What follows belongs to an exercise in optimizing a design on an open flow for small area and a short achievable clock period; a production flow would make more cautious choices. Function was checked by simulation only, so behaviour that the tests miss may differ from the original.

==> flow/design.v (outline; a module is shown in full before it is edited, if it fits) <==
// module full_adder: 10 lines
// module final_adder: 244 lines
// module fp32_unpacker: 20 lines
// module fp32_aligner: 18 lines
// module wallace_tree_8_inputs: 507 lines
// module fp32_normalizer_rounder: 471 lines
// module fp32_packer: 14 lines
// module fp32_adder_tree_8_inputs: 507 lines
module fp32_adder_tree_8_inputs (
    input wire clk,
    input wire rst_n,
    input wire [127:0] dvr_fp32addtree8to1_s0,
    input wire [127:0] dvr_fp32addtree8to1_s1,
    input wire [2:0] cru_fp32addtree8to1,
    output wire [127:0] dr_fp32addtree8to1_d
);
  // ...
==> flow/flow/run.sh <==
#!/bin/bash
# Layout flow: ORFS, with two changes to its synthesis script and a setup
# margin for timing repair.
#  - synthesis: Yosys's generic synth step runs without its quick ABC pass, so
#    the full adders written in the RTL reach extract_fa as written (no
#    inverters around them); the final ABC mapping uses flow/abc.script.
#  - layout: standard steps; repair_timing aims at SETUP_SLACK_MARGIN; the
#    port buffers are the platform's smallest buffer.
# Each tool's output goes to ORFS's own logs (orfs/logs/...); make's output to flow.log.
set -euo pipefail
HERE=$(pwd)
FL=$HERE/flow
source $FL/params.sh
sed -e 's#^source \$::env(SCRIPTS_DIR)/synth_preamble.tcl#&\nset abc_args [lreplace $abc_args 1 1 '"$FL"'/abc.script]#' \
    -e 's#synth -top \$::env(DESIGN_NAME) -run fine: {\*}\$synth_full_args#& -noabc#' \
    $FLOW_HOME/scripts/synth.tcl > $HERE/my_synth.tcl
grep -q -- '-noabc' $HERE/my_synth.tcl
grep -q 'abc.script\]' $HERE/my_synth.tcl
sed -e "s#source \$::env(SCRIPTS_DIR)/synth.tcl#source $HERE/my_synth.tcl#" synth_recipe.tcl > my_synth_recipe.tcl
grep -q my_synth.tcl my_synth_recipe.tcl
sed -e "s#SYNTH_SCRIPT=[^ ]*#SYNTH_SCRIPT=$HERE/my_synth_recipe.tcl#" standard.sh > my_standard.sh
grep -q my_synth_recipe.tcl my_standard.sh
export SETUP_SLACK_MARGIN=$MARGIN
# every port still gets a buffer, the smallest one
export BUFFER_PORTS_ARGS="${PORTBUF:--buffer_cell sky130_fd_sc_hd__buf_1}"
bash my_standard.sh finish > flow.log 2>&1
==> flow/flow/abc.script <==
strash
dch
map -B 0.9
topo
mfs
strash
dch
map -B 0.9
topo
mfs
strash
dch
map -B 0.9
topo
mfs
strash
dch
map -B 0.9
topo
stime -c
==> flow/flow/params.sh <==
MARGIN=42

==> flow/standard.sh <==
#!/bin/bash
# synth_recipe.tcl (not shown) runs the flow's synth.tcl, then flattens the netlist and writes it again
# the make line also repeats each setting of config.mk as NAME=value (left out here)
make -C /OpenROAD-flow-scripts/flow DESIGN_CONFIG=/design/flow/config.mk WORK_HOME=/design/flow/orfs CLKGATE_MAP_FILE= SYNTH_SCRIPT=/design/flow/synth_recipe.tcl "${@:-finish}"
==> flow/config.mk <==
export PLATFORM = sky130hd
export DESIGN_NAME = fp32_adder_tree_8_inputs
export DESIGN_NICKNAME = fp32_adder_tree_8_inputs
export VERILOG_FILES = /design/flow/design.v
export SDC_FILE = /design/flow/constraint.sdc
export NUM_CORES = 8
export LEC_CHECK = 0
export ABC_AREA = 1
export CAP_MARGIN = 20
export CORE_MARGIN = 2
export CORE_UTILIZATION = 40
export SLEW_MARGIN = 20
==> flow/constraint.sdc <==
create_clock -name core_clock -period 64.0 [get_ports {clk}]
set_input_delay 12.8000 -clock core_clock [delete_from_list [all_inputs] [get_ports {clk}]]
set_output_delay 12.8000 -clock core_clock [all_outputs]
set_load 0.01 [all_outputs]
==> results.toml, run 1 <==
[floorplanning]
initial_core_util_pct = 40.5
die_h_um = 282
chipWidth_um = 282
num_rows = 101

[cts]
clock-sinks = 86
cts_setup_buffers = 9
cts.path.max_buffers = 2
cts_root_buf = "clkbuf_16"

[synth]
synth.most_common_cell = "nand2_1"
syn-mean-instance-area_sq_um = 5.91
synth.lib_cells_used.distinct = 42
synthXorXnorAreaFrac_pct = 8.79

[detailed_routing]
route.met3.wl_um = 8760
dr.pass1.iters = 7
routed.top_layer = "met5"

[finish]
seq_cell_count = 86
seq_share_pct = 4.92
fin_area_sq_um = 35100
largest_class = "multi-input gates"
multi_input_area_share_pct = 78.3

[placed_design]
dp.cells = 6688
post_dp_cell_area_sq_um = 34000

[run_status]
outcome = "complete, no violations"

[sta]
min_period_over_period_pct = 33.5
fin_crit_ps = 21430
setup_viol = 0
whs_ps = 12200

[worst_setup_path]
cp-end-kind = "flop"
crit_cells = 40

[grt]
grt_pass1_wl_um = 203000
grt_max_degree = 45
busiest_layer = "met2"
met1_usage_pct = 43.6
grt_pass1_vias = 34200
==> run 2: changes to the inputs <==
--- a/flow/flow/abc.script
+++ b/flow/flow/abc.script
@@ -2,3 +2,3 @@
 dch
-map -B 0.9
+map -B 0.9 -a
 topo
==> results.toml, run 2 <==
[run_status]
outcome = "complete, no violations"

[finish]
num-nets-final = 6211
reg.largest.list = "row_a_q x36, row_b_q x35, emax_q x8"
most-common-layout-cells = "1,677 x nand2_1, 615 x o21ai_0, 505 x clkinv_1"
largest_register_ffs = 36
layout_commonest_cell = "nand2_1"
layout-drive-gt1-share_pct = 5.38
num-fill-cells = 8389
regMostFlops = "row_a_q"
syn_to_final_growth_pct = 13.5

[synth]
syn-num-nets = 5726
synth.most_common_cell = "nand2_1"
netlist_top_cells_count = "1,696 x nand2_1, 647 x o21ai_0, 546 x clkinv_1"
syn_inst = 5100
yosys_warnings = 1
synth_seq_cells = 86
synthArstFlopShare_pct = 1.16
synthFlopType = "dfxtp_1"
synth.lib_cells_used.distinct = 44
yosysSeqAreaShare_pct = 5.69
synth.largest_area_cell = "nand2_1"
syn_area_sq_um = 30400
syn-mean-instance-area_sq_um = 5.95
yosys.area.top_type_share_pct = 21.0
synth-edff-count = 0
synthTopCellsByArea = "nand2_1 21%, fa_1 14%, o21ai_0 11%"

[worst_setup_path]
critPathLaunch = "dvr_fp32addtree8to1_s1[89]"
cp-start-kind = "input port"
slowest_stage = "fa_1"
crit_type = "input port to flop"
cpPeakStageDelay_ps = 710
crit_arrival_ps = 21660
required_ps = 64230
cp-end-kind = "flop"
path_max_fanout = 30
cpMostUsedCell = "nand2_1"

[grt]
antenna_found_initial = 8
grt_max_degree = 44
gr-total-overflow = 0
grt_pass1_wl_um = 193000
grt_pass1_vias = 32900
grtUsageTotal_pct = 31.8

[detailed_routing]
antenna_left = 0
dr.pass1.iters = 6
wl_per_cell_um = 19.6
vias = 36000
routed_via_density = 5.47
first_iter_violations = 3165
routed_wl_um = 129000
post-route-drc-count = 0

[floorplanning]
num_rows = 101
coreArea_sq_um = 75600
die_h_um = 279
initial_core_util_pct = 40.2
io_pins = 389
die_area_sq_um = 78100
chipWidth_um = 279

[sta]
fin_crit_ps = 21420
finalHoldViolations = 0
whs_ps = 12170
maxSlewHeadroom_pct = 12.5
fin_ws_ps = 42580
min_period_over_period_pct = 33.5
slew_violations = 0
rsz0062_at_grt = "true"
setup_viol = 0
worst_pin_slew_ps = 1300
finalSetupTns_ps = 0
fmax_mhz = 46.7

[cts]
numCtsBuffers = 9
cts_max_level = 3
ctsHoldBuffers = 0
path_clk_slew_ps = 80
cts_tree = "built"
cts_root_buf = "clkbuf_16"
clock-sinks = 86
cts.path.max_buffers = 2

[worst_hold_path]
hp-class = "input port to async pin"

[job]
maxCapViolations = 0

[placed_design]
dp_hpwl_um = 111000
place_congestion = 1.02
place_ws_ps = 39650
portBuffers = 388
-- run 2: changes by cell type in the layout (fill, tap and decap cells not counted), sizes merged, moves of 15 or more --
cell | before | now
clkinv | 561 | 516
o21ai | 678 | 647
a21oi | 94 | 76
nor3 | 67 | 43
a22oi | 50 | 29
nand3 | 370 | 353
nand2 | 1724 | 1697
inv | 16 | 31
nand3b | 30 | 14
-- run 2: critical path: cells and delay by family --
kind	cells	cell delay [ps]
xor+xnor	2	360
simple gates	17	2600
compound gates	11	1870
buf+inv	7	1100
fa+ha+maj	6	2880
-- run 2: metal layers --
| metal | global-route usage (%) | up-vias | routed length [um] |
|---|---|---|---|
| met5 | 0 | - | 76 |
| met4 | 11.8 | 10 | 5780 |
| li1 | - | 18000 | - |
| met3 | 2.68 | 218 | 7350 |
| met2 | 54.1 | 1272 | 60200 |
| met1 | 42.0 | 16500 | 55700 |
-- run 2: final cells by class --
class / count / area, sq um / area share (%)
Clock buffer: 9 / 225 / 0.654
Antenna cell: 4 / 10.0 / 0.0291
Sequential cell: 86 / 1730 / 5.01
Clock inverter: 7 / 73.8 / 0.214
Multi-Input combinational cell: 4473 / 27000 / 78.3
Tap cell: 978 / 1220 / 3.55
Timing Repair inverter: 1 / 5.00 / 0.0145
Timing Repair Buffer: 468 / 2100 / 6.09
Inverter: 546 / 2130 / 6.17
-- run 2: cell families after synthesis --
| family | count (synthesis) | share of synthesized area (%) |
|---|---|---|
| and+or+nand+nor | 2759 | 37.6 |
| adders and majority gates | 365 | 20.4 |
| xor gates and xnor gates | 323 | 9.32 |
| AOI/OAI and AO/OA | 933 | 17.4 |
| muxes | 88 | 2.90 |
| buffers and inverters | 546 | 6.75 |
| DFF | 86 | 5.69 |
-- run 2: worst paths after layout --
check | endpoint
worst max-delay path | row_b_q[5]
worst min-delay path | valid_q
max in group asynchronous | valid_q
min in group core_clock | seg_q[1]
-- run 2: timing repair --
item / 4_1_cts / 5_1_grt
resized for setup: 81 / 105
hold endpoints to repair: 0 / 0
gates cloned: 4 / 2
pin swaps: 12 / 7
setup endpoints to repair: 192 / 192
buffers inserted: 15 / 20
-- run 2: per-stage QoR --
stage,cell area (sq um),utilization (%),cells
floorplan,30400,-,5100
global placement,33400,44.2,6511
detailed placement,33400,44.2,6511
CTS,34000,45.0,6546
global route,34400,45.6,6569
finish,34400,45.6,6572
==> run 3: changes to the inputs <==
==> flow/flow/abc.script (replaced) <==
strash
dch
map -B 0.9 -a
topo
mfs
strash
dch
map -B 0.9
topo
mfs
strash
dch
map -B 0.9
topo
stime -c
==> results.toml, run 3 <==
[detailed_routing]
vias = 36300
routed_wl_um = 128000
dr.pass1.iters = 6
routed_via_density = 5.55
wl_met2_um = 60400
first_iter_violations = 3153
wl_met1_um = 54300
post-route-drc-count = 0
wl_per_cell_um = 19.6
routed.top_layer = "met5"
route.met3.wl_um = 7860
antenna_left = 0

[worst_hold_path]
hp-class = "input port to async pin"

[finish]
layout_commonest_cell = "nand2_1"
layout-drive-gt1-share_pct = 5.40
num-nets-final = 6181
largest_register_ffs = 36
syn_to_final_growth_pct = 13.7
regMostFlops = "row_a_q"
reg.largest.list = "row_a_q x36, row_b_q x35, emax_q x8"
most-common-layout-cells = "1,643 x nand2_1, 619 x o21ai_0, 494 x clkinv_1"
num-fill-cells = 8321

[worst_setup_path]
cp-start-kind = "input port"
cp-end-kind = "flop"
crit_type = "input port to flop"
slowest_stage = "fa_1"
cpMostUsedCell = "nand2_1"
cpPeakStageDelay_ps = 550
crit_arrival_ps = 21670
required_ps = 64250
cpLargestDelayFamily = "simple AND/OR/NAND/NOR gates"
worst-path-buf-inv = 8
path_max_fanout = 27

[floorplanning]
num_rows = 100
io_pins = 389
chipWidth_um = 279
die_area_sq_um = 78000
coreArea_sq_um = 74700
die_h_um = 279
initial_core_util_pct = 40.6

[synth]
synthFlopType = "dfxtp_1"
synth.largest_area_cell = "nand2_1"
syn_inst = 5079
yosysSeqAreaShare_pct = 5.70
synth-edff-count = 0
yosys_warnings = 1
synthTopCellsByArea = "nand2_1 21%, fa_1 14%, o21ai_0 11%"
syn-num-nets = 5705
syn_area_sq_um = 30300
synth.most_common_cell = "nand2_1"
syn-mean-instance-area_sq_um = 5.96
synth_seq_cells = 86
synthArstFlopShare_pct = 1.16
yosys.area.top_type_share_pct = 20.7
netlist_top_cells_count = "1,667 x nand2_1, 660 x o21ai_0, 530 x clkinv_1"
synth.lib_cells_used.distinct = 43

[placed_design]
dp_hpwl_um = 109000
place_congestion = 1.05
portBuffers = 388

[grt]
grt_pass1_wl_um = 193000
grt_max_degree = 41
grt_pass1_vias = 33500
grtUsageTotal_pct = 31.5
gr-total-overflow = 0
antenna_found_initial = 8

[sta]
maxSlewHeadroom_pct = 27.5
finalSetupTns_ps = 0
slew_violations = 0
min_period_over_period_pct = 33.5
rsz0062_at_grt = "true"
setup_viol = 0
fin_crit_ps = 21410
fmax_mhz = 46.7
whs_ps = 12180
finalHoldViolations = 0
worst_pin_slew_ps = 1080

[cts]
clock-sinks = 86
numCtsBuffers = 9
cts.path.max_buffers = 2
ctsHoldBuffers = 0
cts_root_buf = "clkbuf_16"
cts_max_level = 3
path_clk_slew_ps = 70
cts_tree = "built"

[job]
maxCapViolations = 0

[run_status]
outcome = "complete, no violations"
==> run 3: cell types whose count changed in the layout (fill, tap and decap cells not counted), moves of 11 or more <==
cell      change
nor3_1       +17
nand4_1      -11
nand2_1      -34
nand3_1      +26
o22ai_1      -15
a22oi_1      +16
clkinv_1     -11
==> run 3: stage by stage <==
step,utilization (%),std cells,cell area (sq um),worst slack [ps]
after detailed placement,44.7,6483,33400,39850
after floorplan,-,5079,30300,42060
after global placement,44.7,6483,33400,39820
final,46.1,6530,34400,42590
after global routing,46.1,6529,34400,41960
after CTS,45.3,6501,33800,41990
==> run 3: cell type report <==
class / instances / area [sq um] / area share (%)
Inverter: 530 / 2080 / 6.05
Antenna cell: 1 / 2.50 / 0.00727
Timing Repair Buffer: 459 / 2050 / 5.95
Tap cell: 969 / 1210 / 3.52
Sequential cell: 86 / 1730 / 5.01
Clock inverter: 7 / 75.1 / 0.218
Clock buffer: 9 / 225 / 0.654
Multi-Input combinational cell: 4466 / 27000 / 78.5
Timing Repair inverter: 3 / 17.5 / 0.0509
==> run 3: cells by family after synthesis <==
family	Yosys count	synth area share, %
and+or+nand+nor	2753	37.7
DFF	86	5.70
buffers and inverters	530	6.57
muxes	79	2.61
AOI/OAI and AO/OA	943	17.7
adders and majority gates	365	20.4
xor gates and xnor gates	323	9.34
==> run 3: repair_timing <==
item	CTS	global route
setup buffers	2	20
gates cloned	0	6
pin swaps	2	14
gates resized for setup	69	135
setup endpoints to repair	192	192
==> run 3: metal layers <==
metal	up-vias	track usage, %
met2	1276	53.9
met1	16900	40.6
met5	-	0
li1	17900	-
met3	224	3.37
met4	4	12.2
==> run 3: how the worst max path moves through the flow <==
stage	from	end	slack (ps)	cells past startpoint
finish	dvr_fp32addtree8to1_s1[73]	row_a_q[1]	42590	50
global route	dvr_fp32addtree8to1_s1[57]	row_a_q[1]	41960	59
CTS	dvr_fp32addtree8to1_s1[126]	row_a_q[1]	41990	50
detailed placement	dvr_fp32addtree8to1_s1[104]	row_a_q[1]	39850	39
global placement	dvr_fp32addtree8to1_s1[104]	row_a_q[1]	39820	39
floorplan	dvr_fp32addtree8to1_s1[125]	row_a_q[6]	42060	39
==> run 4: changes to the inputs <==
==> flow/flow/params.sh (replaced) <==
MARGIN=42.5

==> results.toml, run 4 <==
[finish]
regMostFlops = "row_a_q"
num-fill-cells = 8155
seqCellArea_sq_um = 1730
layout_commonest_cell = "nand2_1"
largest_register_ffs = 36
multi_input_area_sq_um = 27400
reg.largest.list = "row_a_q x36, row_b_q x35, emax_q x8"
finalNonFillerCells = 6563
syn_to_final_growth_pct = 16.2
layout-drive-gt1-share_pct = 7.39
num-nets-final = 6213
most-common-layout-cells = "1,638 x nand2_1, 597 x o21ai_0, 475 x clkinv_1"

[sta]
min_period_over_period_pct = 33.1
slew_violations = 0
fin_crit_ps = 21210
fmax_mhz = 47.1
rsz0062_at_grt = "true"
finalSetupTns_ps = 0
setup_viol = 0
finalHoldViolations = 0
worst_pin_slew_ps = 1130
whs_ps = 12190
maxSlewHeadroom_pct = 24.2
fin_ws_ps = 42790

[synth]
netlist_top_cells_count = "1,667 x nand2_1, 660 x o21ai_0, 530 x clkinv_1"
synthFlopType = "dfxtp_1"
syn_area_sq_um = 30300
muxShareOfSynthArea_pct = 2.61
synth.lib_cells_used.distinct = 43
synth-edff-count = 0
synth.most_common_cell = "nand2_1"
synth_top_family_by_area = "simple AND/OR/NAND/NOR gates"
synth_compound_area_share_pct = 17.7
yosys_warnings = 1
synthXorXnorAreaFrac_pct = 9.34
yosysSeqAreaShare_pct = 5.70
yosys.area_share.simple_pct = 37.7
synth_adder_area_share_pct = 20.4
synthArstFlopShare_pct = 1.16
synth_seq_cells = 86
syn_inst = 5079
synthTopCellsByArea = "nand2_1 21%, fa_1 14%, o21ai_0 11%"
yosys.area.top_type_share_pct = 20.7
syn-num-nets = 5705
synth.largest_area_cell = "nand2_1"
syn-mean-instance-area_sq_um = 5.96

[placed_design]
place_ws_ps = 39620
dp.cells = 6482
portBuffers = 388
dp_hpwl_um = 111000
place_congestion = 1.04

[floorplanning]
num_rows = 100
die_h_um = 279
chipWidth_um = 279
initial_core_util_pct = 40.6
die_area_sq_um = 78000
coreArea_sq_um = 74700
io_pins = 389

[cts]
cts_root_buf = "clkbuf_16"
path_clk_slew_ps = 70
cts_max_level = 3
clock-sinks = 86
cts_tree = "built"
numCtsBuffers = 9
cts.path.max_buffers = 2

[worst_setup_path]
cpLargestDelayFamily = "simple AND/OR/NAND/NOR gates"
worst-path-buf-inv = 8
crit_arrival_ps = 21450
slowest_stage = "or4_2"
crit_type = "input port to flop"
cp-end-kind = "flop"
cpMostUsedCell = "nand2_1"
cpPeakStageDelay_ps = 570
required_ps = 64240
cp-start-kind = "input port"
path_max_fanout = 21

[detailed_routing]
post-route-drc-count = 0
first_iter_violations = 3073
routed_via_density = 5.53
antenna_left = 0
wl_per_cell_um = 20.0
dr.pass1.iters = 6
vias = 36300
routed_wl_um = 131000

[run_status]
outcome = "complete, no violations"

[job]
maxCapViolations = 0

[grt]
antenna_found_initial = 5
grtUsageTotal_pct = 32.1
gr-total-overflow = 0
grt_pass1_vias = 33500
grt_pass1_wl_um = 195000
grt_max_degree = 41

[worst_hold_path]
hp-class = "input port to async pin"
==> run 4: final timing paths <==
path / slack (ps) / end / startpoint / cells past startpoint
setup / recovery: 42790 / row_a_q[1] / dvr_fp32addtree8to1_s1[90] / 52
hold / removal: 12190 / valid_q / rst_n / 1
max in group asynchronous: 51710 / valid_q / rst_n / 1
min in group core_clock: 12530 / seg_q[1] / cru_fp32addtree8to1[1] / 1
==> run 4: what timing repair did <==
| action | 4_1_cts | 5_1_grt |
|---|---|---|
| cloned | 1 | 8 |
| setup endpoints to repair | 192 | 192 |
| buffers inserted | 19 | 35 |
| pin swaps | 15 | 35 |
| hold buffers | 0 | 0 |
| gates resized for setup | 144 | 207 |
==> run 4: per-layer routing <==
| layer | global-route usage [%] | vias up | share of wire (%) |
|---|---|---|---|
| met5 | 0 | - | 0.012 |
| met4 | 13.4 | 2 | 4.8 |
| met3 | 3.78 | 249 | 6.2 |
| met2 | 54.6 | 1326 | 47 |
| met1 | 41.1 | 16700 | 42 |
| li1 | - | 18000 | - |
==> run 4: logic make-up (layout without fill, tap and decap cells) <==
logic type | after synthesis | in the layout
AO/OA/AOI/OAI | 943 | 943
XOR/XNOR | 323 | 325
adder cells (fa/ha/maj) | 365 | 365
buffers and inverters | 530 | 1035
flip-flops | 86 | 86
multiplexers | 79 | 79
other | 0 | 2
AND/OR/NAND/NOR | 2753 | 2759
==> run 4: metrics by stage <==
step | cell area, sq um | utilization, %
2_1_floorplan | 30400 | -
3_3_place_gp | 33400 | 44.7
3_5_place_dp | 33400 | 44.7
4_1_cts | 34200 | 45.8
5_1_grt | 35200 | 47.1
6_report | 35200 | 47.1
==> run 4: layout make-up <==
| cell class | count | share of cell area, % |
|---|---|---|
| Antenna cell | 2 | 0.0142 |
| Sequential cell | 86 | 4.91 |
| Timing Repair Buffer | 489 | 6.77 |
| Clock buffer | 9 | 0.640 |
| Inverter | 530 | 6.06 |
| Multi-Input combinational cell | 4471 | 78.0 |
| Tap cell | 969 | 3.44 |
| Clock inverter | 7 | 0.203 |
==> run 5: changes to the inputs <==
==> flow/flow/abc.script (replaced) <==
strash
dch
map -B 0.9 -a
topo
mfs
strash
dch
map -B 0.9 -a
topo
mfs
strash
dch
map -B 0.9
topo
stime -c
==> results.toml, run 5 <==
[floorplanning]
io_pins = 389
die_h_um = 279
coreArea_sq_um = 74600
num_rows = 100
initial_core_util_pct = 40.4
die_area_sq_um = 77600
chipWidth_um = 279

[sta]
fmax_mhz = 47.3
rsz0062_at_grt = "true"
slew_violations = 0
worst_pin_slew_ps = 1100
whs_ps = 12170
setup_viol = 0
maxSlewHeadroom_pct = 26.2
min_period_over_period_pct = 33.0
finalHoldViolations = 0
fin_crit_ps = 21130
finalSetupTns_ps = 0

[run_status]
outcome = "complete, no violations"

[finish]
syn_to_final_growth_pct = 17.7
regMostFlops = "row_a_q"
most-common-layout-cells = "1,553 x nand2_1, 552 x o21ai_0, 469 x clkinv_1"
layout_commonest_cell = "nand2_1"
layout-drive-gt1-share_pct = 8.32
num-nets-final = 6164
reg.largest.list = "row_a_q x36, row_b_q x35, emax_q x8"
antenna_cells = 0
largest_register_ffs = 36
num-fill-cells = 8086

[synth]
synth.largest_area_cell = "nand2_1"
yosys.area.top_type_share_pct = 19.7
synthArstFlopShare_pct = 1.16
synth_seq_cells = 86
syn_area_sq_um = 30200
yosysSeqAreaShare_pct = 5.73
syn_inst = 5004
synthFlopType = "dfxtp_1"
synth.lib_cells_used.distinct = 46
syn-num-nets = 5630
synth.most_common_cell = "nand2_1"
netlist_top_cells_count = "1,580 x nand2_1, 650 x o21ai_0, 525 x clkinv_1"
yosys_warnings = 1
synth-edff-count = 0
syn-mean-instance-area_sq_um = 6.03
synthTopCellsByArea = "nand2_1 20%, fa_1 14%, o21ai_0 11%"

[cts]
clock-sinks = 86
ctsHoldBuffers = 0
cts_max_level = 3
path_clk_slew_ps = 70
cts_root_buf = "clkbuf_16"
cts.path.max_buffers = 2
numCtsBuffers = 9
cts_tree = "built"

[detailed_routing]
routed_wl_um = 133000
routed_via_density = 5.56
wl_per_cell_um = 20.3
antenna_left = 0
dr.pass1.iters = 6
post-route-drc-count = 0
first_iter_violations = 2931
vias = 36200

[worst_setup_path]
required_ps = 64260
cpMostUsedCell = "nand2_1"
cp-start-kind = "input port"
path_max_fanout = 15
cpPeakStageDelay_ps = 630
crit_arrival_ps = 21390
crit_type = "input port to flop"
cp-end-kind = "flop"
slowest_stage = "fa_2"

[grt]
grt_pass1_wl_um = 198000
antenna_found_initial = 9
grt_pass1_vias = 33800
grt_max_degree = 50
gr-total-overflow = 0
grtUsageTotal_pct = 33.0

[placed_design]
portBuffers = 388
dp_hpwl_um = 112000
place_congestion = 1.10

[worst_hold_path]
hp-class = "input port to async pin"

[job]
maxCapViolations = 0
run 5: cell count changes after synthesis, sizes merged, moves of 10 or more:
cell,before,now
nand4,53,75
o21ai,660,650
nand3,377,336
nand2,1667,1580
nand3b,21,10
a21oi,77,93
run 5: cell families after synthesis:
logic type               count (synthesis)  share of synthesized area (%)
AO/OA/AOI/OAI                          972                           18.4
XOR/XNOR                               330                           9.59
adder cells (fa/ha/maj)                365                           20.5
buffers and inverters                  525                           6.54
flip-flops                              86                           5.73
multiplexers                            84                           2.79
AND/OR/NAND/NOR                       2642                           36.4
run 5: path summary, 6_finish.rpt:
kind / start / cells past startpoint / to / slack [ps]
max: dvr_fp32addtree8to1_s1[88] / 46 / row_a_q[1] / 42870
min in group core_clock: cru_fp32addtree8to1[0] / 1 / seg_q[0] / 12510
min: rst_n / 1 / valid_q / 12170
max in group asynchronous: rst_n / 1 / valid_q / 51740
run 5: area by class of cell:
type | count | area (sq um) | area share, %
multi-input cells | 4401 | 27500 | 77.5
clock buffers | 9 | 225 | 0.635
inverters | 525 | 2120 | 5.97
repair inverters | 3 | 21.3 | 0.0599
well taps | 969 | 1210 | 3.42
repair buffers | 512 | 2610 | 7.36
clock inverters | 7 | 73.8 | 0.208
flip-flops and latches | 86 | 1730 | 4.87
run 5: per-layer routing:
| layer | global-route usage [%] | share of wire [%] |
|---|---|---|
| met1 | 42.0 | 42 |
| met5 | 0 | 0.057 |
| met2 | 55.8 | 47 |
| met3 | 3.95 | 5.7 |
| met4 | 14.8 | 5.1 |
run 5: metrics by stage:
stage	std cells	setup WS [ps]	cell area, sq um	utilization [%]
2_1_floorplan	5004	42460	30200	-
3_3_place_gp	6411	40030	33300	44.6
3_5_place_dp	6411	40010	33300	44.6
4_1_cts	6450	42520	34300	45.9
5_1_grt	6512	42410	35500	47.6
6_report	6512	42870	35500	47.6
run 5: critical path: cells and delay by family:
kind | cells | cell delay (ps)
simple gates | 19 | 2580
fa+ha+maj | 6 | 2440
compound gates | 13 | 2240
buf+inv | 7 | 1110
xor+xnor | 1 | 190
run 5: what timing repair did:
item | in CTS | in global routing
buffers inserted | 18 | 55
pin swaps | 14 | 49
endpoints found under the setup margin | 192 | 192
resized for setup | 134 | 271
cloned | 5 | 7
==> run 6: changes to the inputs <==
==> flow/flow/abc.script (replaced) <==
strash
dch
map -B 0.9
topo
mfs
strash
dch
map -B 0.9
topo
mfs
strash
dch
map -B 0.9
topo
stime -c
==> results.toml, run 6 <==
[synth]
yosys.area.top_type_share_pct = 21.4
synth.largest_area_cell = "nand2_1"
synth-edff-count = 0
synthArstFlopShare_pct = 1.16
synth.most_common_cell = "nand2_1"
synth.lib_cells_used.distinct = 40
syn-mean-instance-area_sq_um = 5.86
syn_area_sq_um = 30900
netlist_top_cells_count = "1,760 x nand2_1, 682 x o21ai_0, 561 x clkinv_1"
synthFlopType = "dfxtp_1"
yosys_warnings = 1
synth_seq_cells = 86
yosysSeqAreaShare_pct = 5.58
syn-num-nets = 5903
synthTopCellsByArea = "nand2_1 21%, fa_1 14%, o21ai_0 11%"
syn_inst = 5277

[floorplanning]
chipWidth_um = 282
coreArea_sq_um = 76200
die_h_um = 282
die_area_sq_um = 79500
io_pins = 389
initial_core_util_pct = 40.6
num_rows = 101

[cts]
numCtsBuffers = 9
cts_max_level = 3
cts_tree = "built"
path_clk_slew_ps = 70
cts.path.max_buffers = 2
clock-sinks = 86
cts_root_buf = "clkbuf_16"

[job]
maxCapViolations = 0

[run_status]
outcome = "complete, no violations"

[grt]
grtUsageTotal_pct = 32.6
grt_pass1_wl_um = 201000
grt_pass1_vias = 34100
gr-total-overflow = 0
antenna_found_initial = 7
grt_max_degree = 45

[placed_design]
place_congestion = 1.04
post_dp_cell_area_sq_um = 34100
dp_hpwl_um = 115000
portBuffers = 388
dp.cells = 6741

[worst_setup_path]
cpMostUsedCell = "nand2_1"
crit_type = "input port to flop"
cp-start-kind = "input port"
required_ps = 64240
slowest_stage = "fa_1"
crit_arrival_ps = 21390
path_max_fanout = 12
cp-end-kind = "flop"
cpPeakStageDelay_ps = 600

[finish]
num-fill-cells = 8423
finalNonFillerCells = 6816
most-common-layout-cells = "1,727 x nand2_1, 623 x o21ai_0, 520 x clkinv_1"
syn_to_final_growth_pct = 15.7
reg.largest.list = "row_a_q x36, row_b_q x35, emax_q x8"
num-nets-final = 6407
fin_area_sq_um = 35800
antenna_cells = 0
largest_register_ffs = 36
regMostFlops = "row_a_q"
layout_commonest_cell = "nand2_1"
layout-drive-gt1-share_pct = 6.17

[sta]
worst_pin_slew_ps = 1010
slew_violations = 0
maxSlewHeadroom_pct = 32.2
whs_ps = 12180
finalSetupTns_ps = 0
setup_viol = 0
min_period_over_period_pct = 33.1
finalHoldViolations = 0
rsz0062_at_grt = "false"
fin_crit_ps = 21160
fmax_mhz = 47.3

[detailed_routing]
antenna_left = 0
dr.pass1.iters = 9
post-route-drc-count = 0
routed_wl_um = 135000
first_iter_violations = 3640
vias = 37800
wl_per_cell_um = 19.9
routed_via_density = 5.54

[worst_hold_path]
hp-class = "input port to async pin"
## run 6: cell count changes after synthesis, sizes merged, moves of 9 or more
cell / delta
nand3b: +18
xnor2: -12
xor2: -10
or2: -9
nand4: -28
nand3: +66
o21ai: +32
nor2: +40
clkinv: +36
mux2i: -24
nand2: +180
## run 6: cell families (layout without fill, tap and decap cells)
logic type	Yosys count	in the layout	share of synthesized area, %
buffers and inverters	561	1064	6.81
AOI/OAI and AO/OA	997	997	18.2
and+or+nand+nor	2900	2902	38.8
xor gates and xnor gates	308	312	8.72
muxes	60	60	1.94
DFF	86	86	5.58
adders and majority gates	365	365	20.0
## run 6: through the flow
| step | util, % | setup WS [ps] |
|---|---|---|
| 2_1_floorplan | - | 42520 |
| 3_3_place_gp | 44.8 | 39640 |
| 3_5_place_dp | 44.8 | 39600 |
| 4_1_cts | 45.8 | 42520 |
| 5_1_grt | 46.9 | 42340 |
| 6_report | 46.9 | 42840 |
## run 6: timing repair
action | CTS | global route
pin swaps | 12 | 32
gates resized for setup | 122 | 175
setup buffers | 11 | 42
hold buffers | 0 | 0
setup endpoints to repair | 192 | 192
gates cloned | 3 | 3
## run 6: worst paths after layout
check	startpoint	slack, ps	cells past startpoint	end
max	dvr_fp32addtree8to1_s1[109]	42840	43	row_a_q[10]
min	rst_n	12180	1	valid_q
max in group asynchronous	rst_n	51720	1	valid_q
min in group core_clock	cru_fp32addtree8to1[1]	12520	1	seg_q[1]
## run 6: cell type report
type,count,area [sq um],area share (%)
Inverter,561,2230,6.22
Tap cell,1030,1290,3.60
Sequential cell,86,1730,4.83
Timing Repair Buffer,487,2320,6.50
Multi-Input combinational cell,4636,27900,78.0
Clock inverter,7,73.8,0.206
Clock buffer,9,225,0.630
## run 6: worst max-delay path: cells and delay by family
kind	cells	cell delay [ps]
buffers and inverters	8	1270
xor gates and xnor gates	1	290
adders and majority gates	5	2660
AOI/OAI and AO/OA	8	1340
and+or+nand+nor	21	3030
## run 6: layer usage
metal / global-route usage (%) / part of all wire (%)
met1: 43.9 / 43
met4: 13.0 / 4.5
met2: 53.5 / 46
met5: 0 / 0.0096
met3: 3.19 / 6.7
==> run 7: changes to the inputs <==
--- a/flow/flow/abc.script
+++ b/flow/flow/abc.script
@@ -1 +1,6 @@
+strash
+dch
+map -B 0.9
+topo
+mfs
 strash
==> results.toml, run 7 <==
[sta]
rsz0062_at_grt = "false"
fin_crit_ps = 21300
maxSlewHeadroom_pct = 5.49
fmax_mhz = 46.9
finalHoldViolations = 0
worst_pin_slew_ps = 1420
setup_viol = 0
finalSetupTns_ps = 0
slew_violations = 0
min_period_over_period_pct = 33.3

[worst_setup_path]
crit_cells = 39
cp-end-kind = "flop"
cpPeakStageDelay_ps = 770
crit_type = "input port to flop"
worst-path-buf-inv = 7
required_ps = 64240
crit_arrival_ps = 21550
cpLargestDelayFamily = "adder cells"
critPathLaunch = "dvr_fp32addtree8to1_s1[43]"
path_max_fanout = 24
cpMostUsedCell = "o21ai_0"
cp-start-kind = "input port"
crit_path_end = "row_a_q[10]"
slowest_stage = "fa_1"

[finish]
utilization_pct = 46.7
layout_commonest_cell = "nand2_1"
reg.largest.list = "row_a_q x36, row_b_q x35, emax_q x8"
most-common-layout-cells = "1,700 x nand2_1, 628 x o21ai_0, 533 x clkinv_1"
finalNonFillerCells = 6757
antenna_cells = 0
num-nets-final = 6349
layout-drive-gt1-share_pct = 5.85
regMostFlops = "row_a_q"
largest_register_ffs = 36
syn_to_final_growth_pct = 15.2

[placed_design]
place_congestion = 1.04
portBuffers = 388
dp.cells = 6686
dp_hpwl_um = 111000

[grt]
grt_pass1_vias = 34100
gr-total-overflow = 0
grt_pass1_wl_um = 196000
grt_max_degree = 43
antenna_found_initial = 2
grtUsageTotal_pct = 31.7

[synth]
synthFlopType = "dfxtp_1"
syn-num-nets = 5850
synthArstFlopShare_pct = 1.16
synthTopCellsByArea = "nand2_1 21%, fa_1 14%, o21ai_0 11%"
syn-mean-instance-area_sq_um = 5.91
syn_inst = 5224
syn_area_sq_um = 30900
yosys_warnings = 1
synth_seq_cells = 86
synth.largest_area_cell = "nand2_1"
yosysSeqAreaShare_pct = 5.59
netlist_top_cells_count = "1,724 x nand2_1, 678 x o21ai_0, 575 x clkinv_1"
yosys.area.top_type_share_pct = 21.0
synth.most_common_cell = "nand2_1"
synth-edff-count = 0
synth.lib_cells_used.distinct = 42

[floorplanning]
num_rows = 101
die_h_um = 282
chipWidth_um = 282
coreArea_sq_um = 76200
initial_core_util_pct = 40.5
die_area_sq_um = 79400
io_pins = 389

[cts]
cts_root_buf = "clkbuf_16"
cts.path.max_buffers = 2
cts_max_level = 3
numCtsBuffers = 9
ctsHoldBuffers = 0
cts_tree = "built"
clock-sinks = 86
path_clk_slew_ps = 70

[worst_hold_path]
hp-class = "input port to async pin"

[detailed_routing]
antenna_left = 0
routed_wl_um = 131000
wl_per_cell_um = 19.3
post-route-drc-count = 0
vias = 37100
first_iter_violations = 3313
dr.pass1.iters = 6
routed_via_density = 5.49

[run_status]
outcome = "complete, no violations"

[job]
maxCapViolations = 0
## run 7: metal layers
metal / track usage (%) / share of wire [%]
met1: 40.9 / 42
met3: 3.44 / 6.3
met5: 0 / 0.0099
met2: 52.8 / 46
met4: 15.0 / 5.3
## run 7: worst min path at each step
stage	endpoint	cells past startpoint	start	slack [ps]
final	valid_q	1	rst_n	12180
after CTS	valid_q	1	rst_n	12170
after floorplan	valid_q	0	rst_n	12500
after detailed placement	valid_q	1	rst_n	12560
after global placement	valid_q	1	rst_n	12560
after global routing	valid_q	1	rst_n	12170
## run 7: final cells by class
class                   count  area (sq um)
clock buffers               9           225
clock inverters             6          95.1
fillers                  8295         40600
inverters                 575          2280
multi-input cells        4571         27700
flip-flops and latches     86          1730
well taps                1030          1290
repair buffers            480          2220
## run 7: logic make-up (layout without fill, tap and decap cells)
family,after synthesis,in the layout,share of synthesized area (%)
fa+ha+maj,365,365,20.0
compound gates,976,976,17.7
mux,93,93,3.02
xor+xnor,310,313,8.79
flops,86,86,5.59
buf+inv,575,1070,6.99
simple gates,2819,2824,37.9
## run 7: what timing repair did
action | CTS | global route
buffers inserted | 24 | 23
gates cloned | 3 | 5
gates resized for setup | 109 | 129
pin swaps | 14 | 24
setup endpoints to repair | 192 | 192
## run 7: metrics by stage
stage                     setup WS (ps)  instance area [sq um]  hold slack, ps
final                             42700                  35600           12180
after global routing              42460                  35600           12170
after CTS                         42500                  35000           12170
after detailed placement          39180                  34100           12560
after global placement            39240                  34100           12560
after floorplan                   42470                  31000           12500
==> run 8: changes to the inputs <==
==> flow/flow/abc.script (replaced) <==
strash
&get -n
&dch
&nf -p
&put
topo
mfs
strash
dch
map -B 0.9
topo
mfs
strash
dch
map -B 0.9
topo
stime -c
==> results.toml, run 8 <==
[run_status]
outcome = "complete, no violations"

[sta]
worst_pin_slew_ps = 1060
rsz0062_at_grt = "true"
min_period_over_period_pct = 32.9
fmax_mhz = 47.5
fin_ws_ps = 42950
finalHoldViolations = 0
finalSetupTns_ps = 0
slew_violations = 0
maxSlewHeadroom_pct = 29.1
setup_viol = 0
fin_crit_ps = 21050

[worst_setup_path]
required_ps = 64220
cpLargestDelayFamily = "adder cells"
cpPeakStageDelay_ps = 550
cp-start-kind = "input port"
worst-path-buf-inv = 10
crit_arrival_ps = 21270
cpMostUsedCell = "nand2_1"
path_max_fanout = 20
crit_type = "input port to flop"
crit_cells = 50
slowest_stage = "fa_2"
cp-end-kind = "flop"

[detailed_routing]
dr.pass1.iters = 6
vias = 36800
routed_via_density = 5.53
first_iter_violations = 3253
wl_per_cell_um = 20.3
routed_wl_um = 135000
antenna_left = 0
post-route-drc-count = 0

[placed_design]
place_ws_ps = 39860
place_congestion = 1.03
dp.cells = 6572
dp_hpwl_um = 115000
portBuffers = 388

[grt]
antenna_found_initial = 10
gr-total-overflow = 0
grt_pass1_vias = 33800
grt_pass1_wl_um = 200000
grtUsageTotal_pct = 33.0
grt_max_degree = 44

[cts]
cts_max_level = 3
cts.path.max_buffers = 2
numCtsBuffers = 9
path_clk_slew_ps = 70
clock-sinks = 86
cts_root_buf = "clkbuf_16"
cts_tree = "built"

[finish]
reg.largest.list = "row_a_q x36, row_b_q x35, emax_q x8"
num-fill-cells = 8390
syn_to_final_growth_pct = 16.1
num-nets-final = 6290
layout-drive-gt1-share_pct = 6.81
largest_register_ffs = 36
regMostFlops = "row_a_q"
most-common-layout-cells = "1,616 x nand2_1, 585 x o21ai_0, 554 x clkinv_1"
finalNonFillerCells = 6650
layout_commonest_cell = "nand2_1"

[floorplanning]
chipWidth_um = 280
coreArea_sq_um = 75800
die_h_um = 280
io_pins = 389
initial_core_util_pct = 40.3
die_area_sq_um = 78700
num_rows = 101

[synth]
synthTopCellsByArea = "nand2_1 20%, fa_1 14%, o21ai_0 11%"
synth.largest_area_cell = "nand2_1"
synthFlopType = "dfxtp_1"
syn_area_sq_um = 30600
yosysSeqAreaShare_pct = 5.65
syn-mean-instance-area_sq_um = 5.94
yosys_warnings = 1
syn_inst = 5152
yosys.area.top_type_share_pct = 20.0
syn-num-nets = 5778
netlist_top_cells_count = "1,632 x nand2_1, 662 x o21ai_0, 609 x clkinv_1"
synth.most_common_cell = "nand2_1"
synth_seq_cells = 86
synth.lib_cells_used.distinct = 43
synth-edff-count = 0
synthArstFlopShare_pct = 1.16

[job]
maxCapViolations = 0

[worst_hold_path]
hp-class = "input port to async pin"
run 8: changes by cell type after synthesis, moves of 10 or more:
| cell | delta |
|---|---|
| clkinv_1 | +34 |
| o21ai_0 | -16 |
| o22ai_1 | +24 |
| nor2_1 | +20 |
| nor3_1 | -18 |
| o31ai_1 | +11 |
| nand3_1 | -31 |
| a31oi_1 | +10 |
| nand2_1 | -92 |
run 8: per-layer routing:
metal | wire, um | track usage (%) | share of wire (%)
met5 | 34 | 0 | 0.025
met4 | 7240 | 15.4 | 5.4
met3 | 7970 | 2.92 | 5.9
met2 | 62100 | 54.7 | 46
met1 | 57800 | 43.2 | 43
run 8: area by class of cell:
class | instances | area (sq um) | share of cell area (%)
Antenna cell | 3 | 7.51 | 0.0211
Clock buffer | 9 | 225 | 0.634
Clock inverter | 7 | 78.8 | 0.222
Inverter | 609 | 2420 | 6.81
Multi-Input combinational cell | 4465 | 27500 | 77.4
Sequential cell | 86 | 1730 | 4.86
Tap cell | 978 | 1220 | 3.45
Timing Repair Buffer | 490 | 2340 | 6.58
Timing Repair inverter | 3 | 20.0 | 0.0564
run 8: worst paths after layout:
check	start	end	slack, ps
setup / recovery	dvr_fp32addtree8to1_s1[122]	row_a_q[8]	42950
hold / removal	rst_n	valid_q	12200
max in group asynchronous	rst_n	valid_q	51700
min in group core_clock	cru_fp32addtree8to1[0]	seg_q[0]	12550
run 8: cells by family after synthesis:
kind of cell             synth area share [%]
flip-flops                               5.65
XOR/XNOR                                 9.08
multiplexers                             2.82
AO/OA/AOI/OAI                            18.3
buffers and inverters                    7.48
AND/OR/NAND/NOR                          36.5
adder cells (fa/ha/maj)                  20.2
run 8: stage by stage:
| stage | util [%] | hold WS (ps) | instance area [sq um] |
|---|---|---|---|
| 4_1_cts | 45.5 | 12190 | 34500 |
| 3_3_place_gp | 44.5 | 12560 | 33700 |
| 3_5_place_dp | 44.5 | 12560 | 33700 |
| 6_report | 46.8 | 12200 | 35500 |
| 2_1_floorplan | - | 12500 | 30700 |
| 5_1_grt | 46.8 | 12190 | 35500 |
run 8: repair_timing:
action | CTS | global route
pin swaps | 9 | 34
resized for setup | 117 | 213
hold buffers | 0 | 0
setup endpoints to repair | 192 | 192
setup buffers | 8 | 39
cloned | 4 | 8
==> run 9: changes to the inputs <==
==> flow/flow/abc.script (replaced) <==
strash
dch
map -B 0.9 -a
topo
mfs
strash
&get -n
&dch
&nf -p
&put
topo
mfs
strash
dch
map -B 0.9
topo
stime -c
==> flow/flow/params.sh (replaced) <==
MARGIN=42

==> results.toml, run 9 <==
[run_status]
outcome = "complete, no violations"

[synth]
syn-mean-instance-area_sq_um = 5.94
syn_inst = 5170
syn-num-nets = 5796
synth-edff-count = 0
synthTopCellsByArea = "nand2_1 20%, fa_1 14%, o21ai_0 11%"
syn_area_sq_um = 30700
synthFlopType = "dfxtp_1"
synth.most_common_cell = "nand2_1"
yosys.area.top_type_share_pct = 19.8
synth.lib_cells_used.distinct = 42
yosysSeqAreaShare_pct = 5.62
yosys_warnings = 1
synthArstFlopShare_pct = 1.16
synth_seq_cells = 86
synth.largest_area_cell = "nand2_1"
netlist_top_cells_count = "1,621 x nand2_1, 665 x o21ai_0, 614 x clkinv_1"

[finish]
most-common-layout-cells = "1,603 x nand2_1, 626 x o21ai_0, 577 x clkinv_1"
num-fill-cells = 8370
largest_register_ffs = 36
regMostFlops = "row_a_q"
layout-drive-gt1-share_pct = 5.83
fin_area_sq_um = 35300
syn_to_final_growth_pct = 14.9
reg.largest.list = "row_a_q x36, row_b_q x35, emax_q x8"
num-nets-final = 6298
layout_commonest_cell = "nand2_1"

[cts]
clock-sinks = 86
numCtsBuffers = 9
cts_tree = "built"
cts_root_buf = "clkbuf_16"
cts_max_level = 3
cts.path.max_buffers = 2
path_clk_slew_ps = 70

[sta]
fin_crit_ps = 21510
fmax_mhz = 46.5
finalSetupTns_ps = 0
min_period_over_period_pct = 33.6
worst_pin_slew_ps = 1030
rsz0062_at_grt = "true"
setup_viol = 0
finalHoldViolations = 0
maxSlewHeadroom_pct = 31.0
slew_violations = 0

[worst_setup_path]
cp-end-kind = "flop"
cpPeakStageDelay_ps = 620
cpMostUsedCell = "nand2_1"
crit_arrival_ps = 21760
cp-start-kind = "input port"
required_ps = 64250
slowest_stage = "fa_1"
crit_type = "input port to flop"
path_max_fanout = 22

[detailed_routing]
first_iter_violations = 3199
antenna_left = 0
dr.pass1.iters = 8
vias = 36900
wl_per_cell_um = 19.9
post-route-drc-count = 0
routed_via_density = 5.50
routed_wl_um = 134000

[floorplanning]
die_area_sq_um = 79000
die_h_um = 281
coreArea_sq_um = 75900
io_pins = 389
num_rows = 101
initial_core_util_pct = 40.4
chipWidth_um = 281

[worst_hold_path]
hp-class = "input port to async pin"

[grt]
grt_pass1_vias = 33800
gr-total-overflow = 0
grt_pass1_wl_um = 200000
grt_max_degree = 45
grtUsageTotal_pct = 32.7
antenna_found_initial = 8

[placed_design]
dp_hpwl_um = 114000
place_congestion = 1.04
post_dp_cell_area_sq_um = 33900
portBuffers = 388

[job]
maxCapViolations = 0
-- run 9: area by class of cell --
type	count	area, sq um	area share [%]
antenna	1	2.50	0.00709
clock buffer	9	225	0.639
clock inverter	7	75.1	0.213
inverter	614	2410	6.82
multi-input combinational	4473	27300	77.4
sequential	86	1730	4.90
tap	1030	1290	3.65
timing repair buffer	487	2260	6.40
timing repair inverter	1	7.51	0.0213
-- run 9: repair_timing --
action	CTS	global route
setup buffers	8	41
cloned	2	2
endpoints found under the setup margin	192	192
hold buffers	0	0
gates resized for setup	96	116
pin swaps	7	19
hold endpoints to repair	0	0
-- run 9: worst max path at each step --
stage          slack (ps)  depth (start not counted)           to                         from
3_5_place_dp        39420                         44   row_a_q[1]  dvr_fp32addtree8to1_s1[104]
4_1_cts             42030                         47   row_a_q[2]   dvr_fp32addtree8to1_s1[13]
6_report            42490                         45  row_a_q[15]   dvr_fp32addtree8to1_s1[43]
5_1_grt             41940                         50   row_a_q[8]   dvr_fp32addtree8to1_s1[13]
2_1_floorplan       41980                         44   row_a_q[1]   dvr_fp32addtree8to1_s1[13]
3_3_place_gp        39460                         43   row_a_q[1]  dvr_fp32addtree8to1_s1[108]
-- run 9: worst max-delay path, delay by kind of cell --
kind	cells	cell delay, ps
AND/OR/NAND/NOR	22	2960
adder cells (fa/ha/maj)	5	2640
AO/OA/AOI/OAI	11	1930
buffers and inverters	6	1070
XOR/XNOR	1	310
-- run 9: metrics by stage --
step,setup WS (ps),instances,utilization [%],hold WS [ps]
finish,42490,6708,46.4,12170
global route,41940,6708,46.4,12170
floorplan,41980,5170,-,12500
CTS,42030,6664,45.6,12160
detailed placement,39420,6638,44.7,12570
global placement,39460,6638,44.7,12560
-- run 9: routing by layer --
metal	share of wire [%]	GRT usage, %
met2	46	55.1
met5	0.025	0
met3	5.7	2.80
met4	4.3	12.2
met1	44	43.3
-- run 9: cells by family (layout without fill, tap and decap cells) --
family	after synthesis	count (layout)	share of synthesized area (%)
AND/OR/NAND/NOR	2733	2733	37.1
AO/OA/AOI/OAI	948	949	17.1
buffers and inverters	614	1118	7.50
adder cells (fa/ha/maj)	365	365	20.2
XOR/XNOR	322	324	9.18
multiplexers	102	102	3.33
flip-flops	86	86	5.62
other	0	1	0
==> run 10: changes to the inputs <==
==> flow/flow/abc.script (replaced) <==
strash
dch
map -B 0.9 -a
topo
mfs
strash
dch
map -B 0.9
topo
mfs
strash
dch
map -B 0.9
topo
stime -c
==> flow/flow/params.sh (replaced) <==
MARGIN=42
export SKIP_LAST_GASP=1
==> results.toml, run 10 <==
[synth]
yosys.area_share.simple_pct = 37.7
syn-mean-instance-area_sq_um = 5.96
synth_adder_area_share_pct = 20.4
syn-num-nets = 5705
netlist_top_cells_count = "1,667 x nand2_1, 660 x o21ai_0, 530 x clkinv_1"
synth_seq_cells = 86
synth.largest_area_cell = "nand2_1"
synth_compound_area_share_pct = 17.7
synth_top_family_by_area = "simple AND/OR/NAND/NOR gates"
yosysSeqAreaShare_pct = 5.70
synth.most_common_cell = "nand2_1"
synthArstFlopShare_pct = 1.16
synthXorXnorAreaFrac_pct = 9.34
syn_area_sq_um = 30300
yosys.area.top_type_share_pct = 20.7
synth-edff-count = 0
synthFlopType = "dfxtp_1"
synthTopCellsByArea = "nand2_1 21%, fa_1 14%, o21ai_0 11%"
synth.lib_cells_used.distinct = 43
yosys_warnings = 1
syn_inst = 5079
muxShareOfSynthArea_pct = 2.61

[sta]
fin_crit_ps = 21410
min_period_over_period_pct = 33.5
worst_pin_slew_ps = 1080
finalHoldViolations = 0
fmax_mhz = 46.7
maxSlewHeadroom_pct = 27.5
setup_viol = 0
slew_violations = 0
finalSetupTns_ps = 0
rsz0062_at_grt = "true"

[grt]
antenna_found_initial = 8
grt_pass1_wl_um = 193000
grt_max_degree = 41
grt_pass1_vias = 33500
gr-total-overflow = 0
grtUsageTotal_pct = 31.5

[finish]
layout_commonest_cell = "nand2_1"
regMostFlops = "row_a_q"
largest_register_ffs = 36
multi_input_area_sq_um = 27000
layout-drive-gt1-share_pct = 5.40
num-nets-final = 6181
num-fill-cells = 8321
reg.largest.list = "row_a_q x36, row_b_q x35, emax_q x8"
syn_to_final_growth_pct = 13.7
seqCellArea_sq_um = 1730
most-common-layout-cells = "1,643 x nand2_1, 619 x o21ai_0, 494 x clkinv_1"

[worst_setup_path]
crit_type = "input port to flop"
cpPeakStageDelay_ps = 550
cpLargestDelayFamily = "simple AND/OR/NAND/NOR gates"
slowest_stage = "fa_1"
cpMostUsedCell = "nand2_1"
cp-start-kind = "input port"
path_max_fanout = 27
worst-path-buf-inv = 8
cp-end-kind = "flop"
crit_arrival_ps = 21670
crit_cells = 50
required_ps = 64250

[run_status]
outcome = "complete, no violations"

[cts]
numCtsBuffers = 9
cts_max_level = 3
cts_tree = "built"
path_clk_slew_ps = 70
cts.path.max_buffers = 2
clock-sinks = 86
ctsHoldBuffers = 0
cts_root_buf = "clkbuf_16"

[detailed_routing]
routed_via_density = 5.55
first_iter_violations = 3153
antenna_left = 0
vias = 36300
wl_per_cell_um = 19.6
routed_wl_um = 128000
dr.pass1.iters = 6
post-route-drc-count = 0

[floorplanning]
io_pins = 389
chipWidth_um = 279
die_h_um = 279
num_rows = 100
initial_core_util_pct = 40.6
die_area_sq_um = 78000
coreArea_sq_um = 74700

[placed_design]
portBuffers = 388
place_congestion = 1.05
dp_hpwl_um = 109000

[job]
maxCapViolations = 0

[worst_hold_path]
hp-class = "input port to async pin"
[run 10: metrics by stage]
stage	area [sq um]	cells	hold slack [ps]	worst slack (ps)	utilization (%)
final	34400	6530	12180	42590	46.1
after floorplan	30300	5079	12500	42060	-
after detailed placement	33400	6483	12570	39850	44.7
after global routing	34400	6529	12170	41960	46.1
after CTS	33800	6501	12160	41990	45.3
after global placement	33400	6483	12570	39820	44.7
[run 10: final cells by class]
cell class | instances | share of cell area [%]
Inverter | 530 | 6.05
Timing Repair inverter | 3 | 0.0509
Tap cell | 969 | 3.52
Clock inverter | 7 | 0.218
Clock buffer | 9 | 0.654
Multi-Input combinational cell | 4466 | 78.5
Antenna cell | 1 | 0.00727
Timing Repair Buffer | 459 | 5.95
Sequential cell | 86 | 5.01
[run 10: what timing repair did]
action | 4_1_cts | 5_1_grt
pin swaps | 2 | 14
setup buffers | 2 | 20
hold endpoints to repair | 0 | 0
cloned | 0 | 6
gates resized for setup | 69 | 135
setup endpoints to repair | 192 | 192
[run 10: cell families after synthesis]
family,after synthesis
fa+ha+maj,365
xor+xnor,323
simple gates,2753
flops,86
mux,79
buf+inv,530
compound gates,943
[run 10: worst max-delay path by stage]
stage	startpoint	to	slack, ps
floorplan	dvr_fp32addtree8to1_s1[125]	row_a_q[6]	42060
global placement	dvr_fp32addtree8to1_s1[104]	row_a_q[1]	39820
detailed placement	dvr_fp32addtree8to1_s1[104]	row_a_q[1]	39850
CTS	dvr_fp32addtree8to1_s1[126]	row_a_q[1]	41990
global route	dvr_fp32addtree8to1_s1[57]	row_a_q[1]	41960
finish	dvr_fp32addtree8to1_s1[73]	row_a_q[1]	42590
[run 10: layer usage]
metal  routed length, um  GRT usage, %  up-vias
li1                    -             -    17900
met3                7860          3.37      224
met2               60400          53.9     1276
met4                5370          12.2        4
met5                  30             0        -
met1               54300          40.6    16900
==> run 11: changes to the inputs <==
==> flow/flow/params.sh (replaced) <==
MARGIN=42

--- a/flow/config.mk
+++ b/flow/config.mk
@@ -11,2 +11,3 @@
 export CORE_UTILIZATION = 40
+export PLACE_DENSITY = 0.7
 export SLEW_MARGIN = 20
==> results.toml, run 11 <==
[run_status]
outcome = "complete, no violations"

[worst_setup_path]
critPathLaunch = "dvr_fp32addtree8to1_s1[108]"
cpLargestDelayFamily = "adder cells"
cp-end-kind = "flop"
worst-path-buf-inv = 6
crit_cells = 43
crit_arrival_ps = 21800
cpMostUsedCell = "nand2_1"
cpPeakStageDelay_ps = 540
path_max_fanout = 14
required_ps = 64250
crit_type = "input port to flop"
crit_path_end = "row_a_q[2]"
cp-start-kind = "input port"
slowest_stage = "fa_1"

[synth]
synthArstFlopShare_pct = 1.16
synth.lib_cells_used.distinct = 43
synthTopCellsByArea = "nand2_1 21%, fa_1 14%, o21ai_0 11%"
syn_inst = 5079
yosysSeqAreaShare_pct = 5.70
synth_seq_cells = 86
syn-mean-instance-area_sq_um = 5.96
yosys_warnings = 1
syn_area_sq_um = 30300
netlist_top_cells_count = "1,667 x nand2_1, 660 x o21ai_0, 530 x clkinv_1"
synth.largest_area_cell = "nand2_1"
synth.most_common_cell = "nand2_1"
syn-num-nets = 5705
yosys.area.top_type_share_pct = 20.7
synth-edff-count = 0
synthFlopType = "dfxtp_1"

[grt]
met1_usage_pct = 38.6
busiest_layer = "met2"
grtUsageMet2_pct = 53.0
antenna_found_initial = 5
grtUsageTotal_pct = 30.7
grt_use_met3_pct = 3.33
grt_pass1_vias = 33000
grt_max_degree = 41
gr-total-overflow = 0
grt_pass1_wl_um = 188000

[floorplanning]
io_pins = 389
die_h_um = 279
coreArea_sq_um = 74700
initial_core_util_pct = 40.6
chipWidth_um = 279
num_rows = 100
die_area_sq_um = 78000

[placed_design]
dp_hpwl_um = 106000
dp.cells = 6484
portBuffers = 388
place_congestion = 1.09

[sta]
min_period_over_period_pct = 33.7
worst_pin_slew_ps = 1050
whs_ps = 12180
maxSlewHeadroom_pct = 29.5
fmax_mhz = 46.4
rsz0062_at_grt = "true"
finalSetupTns_ps = 0
finalHoldViolations = 0
slew_violations = 0
fin_crit_ps = 21560
setup_viol = 0

[cts]
cts_root_buf = "clkbuf_16"
numCtsBuffers = 9
path_clk_slew_ps = 70
cts_tree = "built"
ctsHoldBuffers = 0
clock-sinks = 86
cts.path.max_buffers = 2
cts_max_level = 3

[detailed_routing]
post-route-drc-count = 0
vias = 36300
dr.pass1.iters = 6
routed_via_density = 5.56
first_iter_violations = 3302
wl_per_cell_um = 19.0
antenna_left = 0
routed_wl_um = 124000

[worst_hold_path]
hp-class = "input port to async pin"

[finish]
finalNonFillerCells = 6535
layout-drive-gt1-share_pct = 5.70
regMostFlops = "row_a_q"
largest_register_ffs = 36
num-fill-cells = 8060
utilization_pct = 46.2
layout_commonest_cell = "nand2_1"
reg.largest.list = "row_a_q x36, row_b_q x35, emax_q x8"
antenna_cells = 0
syn_to_final_growth_pct = 13.8
num-nets-final = 6187
most-common-layout-cells = "1,643 x nand2_1, 621 x o21ai_0, 484 x clkinv_1"

[job]
maxCapViolations = 0
## run 11: cell count changes in the layout (fill, tap and decap cells not counted), moves of 4 or more
cell and delta:
o21ai_1 -5, buf_6 +4, clkbuf_2 -5, inv_2 +8, buf_1 +5, clkinv_1 -10
## run 11: through the flow
step	setup WS [ps]	instance area (sq um)
2_1_floorplan	42060	30300
3_3_place_gp	39560	33400
3_5_place_dp	39480	33400
4_1_cts	42010	33900
5_1_grt	41880	34500
6_report	42440	34500
## run 11: worst min path at each step
| stage | from | to | slack [ps] | cells past startpoint |
|---|---|---|---|---|
| 2_1_floorplan | rst_n | valid_q | 12500 | 0 |
| 3_3_place_gp | rst_n | valid_q | 12560 | 1 |
| 3_5_place_dp | rst_n | valid_q | 12570 | 1 |
| 4_1_cts | rst_n | valid_q | 12170 | 1 |
| 5_1_grt | rst_n | valid_q | 12190 | 1 |
| 6_report | rst_n | valid_q | 12180 | 1 |
## run 11: metal layers
metal  vias up  share of wire [%]
li1      17900                  -
met1     16700                 41
met2      1422                 47
met3       248                6.4
met4         0                4.9
met5         -                  0
## run 11: cell families after synthesis
logic type      share of synthesized area, %
simple gates                            37.7
compound gates                          17.7
buf+inv                                 6.57
fa+ha+maj                               20.4
xor+xnor                                9.34
flops                                   5.70
mux                                     2.61
## run 11: area by class of cell
type	count	area, sq um	share of cell area, %
well taps	969	1210	3.52
inverters	530	2090	6.05
flip-flops and latches	86	1730	5.01
repair inverters	4	25.0	0.0726
repair buffers	459	2040	5.91
clock buffers	10	239	0.693
clock inverters	6	72.6	0.210
multi-input cells	4471	27100	78.5
## run 11: repair_timing
item,4_1_cts,5_1_grt
gates resized for setup,90,128
setup endpoints to repair,192,192
cloned,0,12
buffers inserted,2,21
pin swaps,4,21

port drivers added, routing unchanged:
The flow's constraints put no driver on any port. The routed layouts listed below were extracted and timed again, unchanged, in two steps.
Step 1 sets driving cells, clkbuf_16 on the clock port and buf_2 on the other inputs (assumed; they add their load-dependent delay and slew).
Step 2 also shifts input and output timing later by t, the mid clock arrival at the registers, as if the neighbouring blocks saw the same clock.
a / b / c = ideal ports / drivers / drivers and shift; a / b = the first two.
run | shift t [ns] | setup slack, ns | worst hold slack (ns) | latest minus earliest clock arrival (ns) | pins driven straight from the clock port
run 1 | 0.415 | 42.569 / 42.595 / 42.180 | 12.199 / 12.182 / 12.597 | 0.017 / 0.016 | 1
run 2 | 0.416 | 42.577 / 42.596 / 42.180 | 12.173 / 12.160 / 12.577 | 0.013 / 0.013 | 1
run 3 | 0.421 | 42.587 / 42.612 / 42.191 | 12.179 / 12.170 / 12.591 | 0.016 / 0.016 | 1
run 4 | 0.408 | 42.791 / 42.814 / 42.406 | 12.192 / 12.220 / 12.628 | 0.012 / 0.012 | 1
run 5 | 0.431 | 42.870 / 42.893 / 42.462 | 12.167 / 12.155 / 12.587 | 0.025 / 0.025 | 1
run 6 | 0.413 | 42.845 / 42.864 / 42.451 | 12.184 / 12.160 / 12.573 | 0.013 / 0.014 | 1
run 7 | 0.420 | 42.695 / 42.721 / 42.300 | 12.179 / 12.157 / 12.577 | 0.021 / 0.021 | 1
run 8 | 0.395 | 42.949 / 42.970 / 42.575 | 12.204 / 12.175 / 12.570 | 0.019 / 0.020 | 1
run 9 | 0.418 | 42.492 / 42.517 / 42.099 | 12.172 / 12.159 / 12.577 | 0.013 / 0.012 | 1
run 10 | 0.421 | 42.587 / 42.612 / 42.191 | 12.179 / 12.170 / 12.591 | 0.016 / 0.016 | 1
run 11 | 0.424 | 42.445 / 42.477 / 42.053 | 12.184 / 12.157 / 12.581 | 0.024 / 0.024 | 1
After both steps every run listed still meets setup and hold. The setup slack of run 5, which loses most, moves by +0.023 ns with the drivers and by -0.408 ns with both steps.
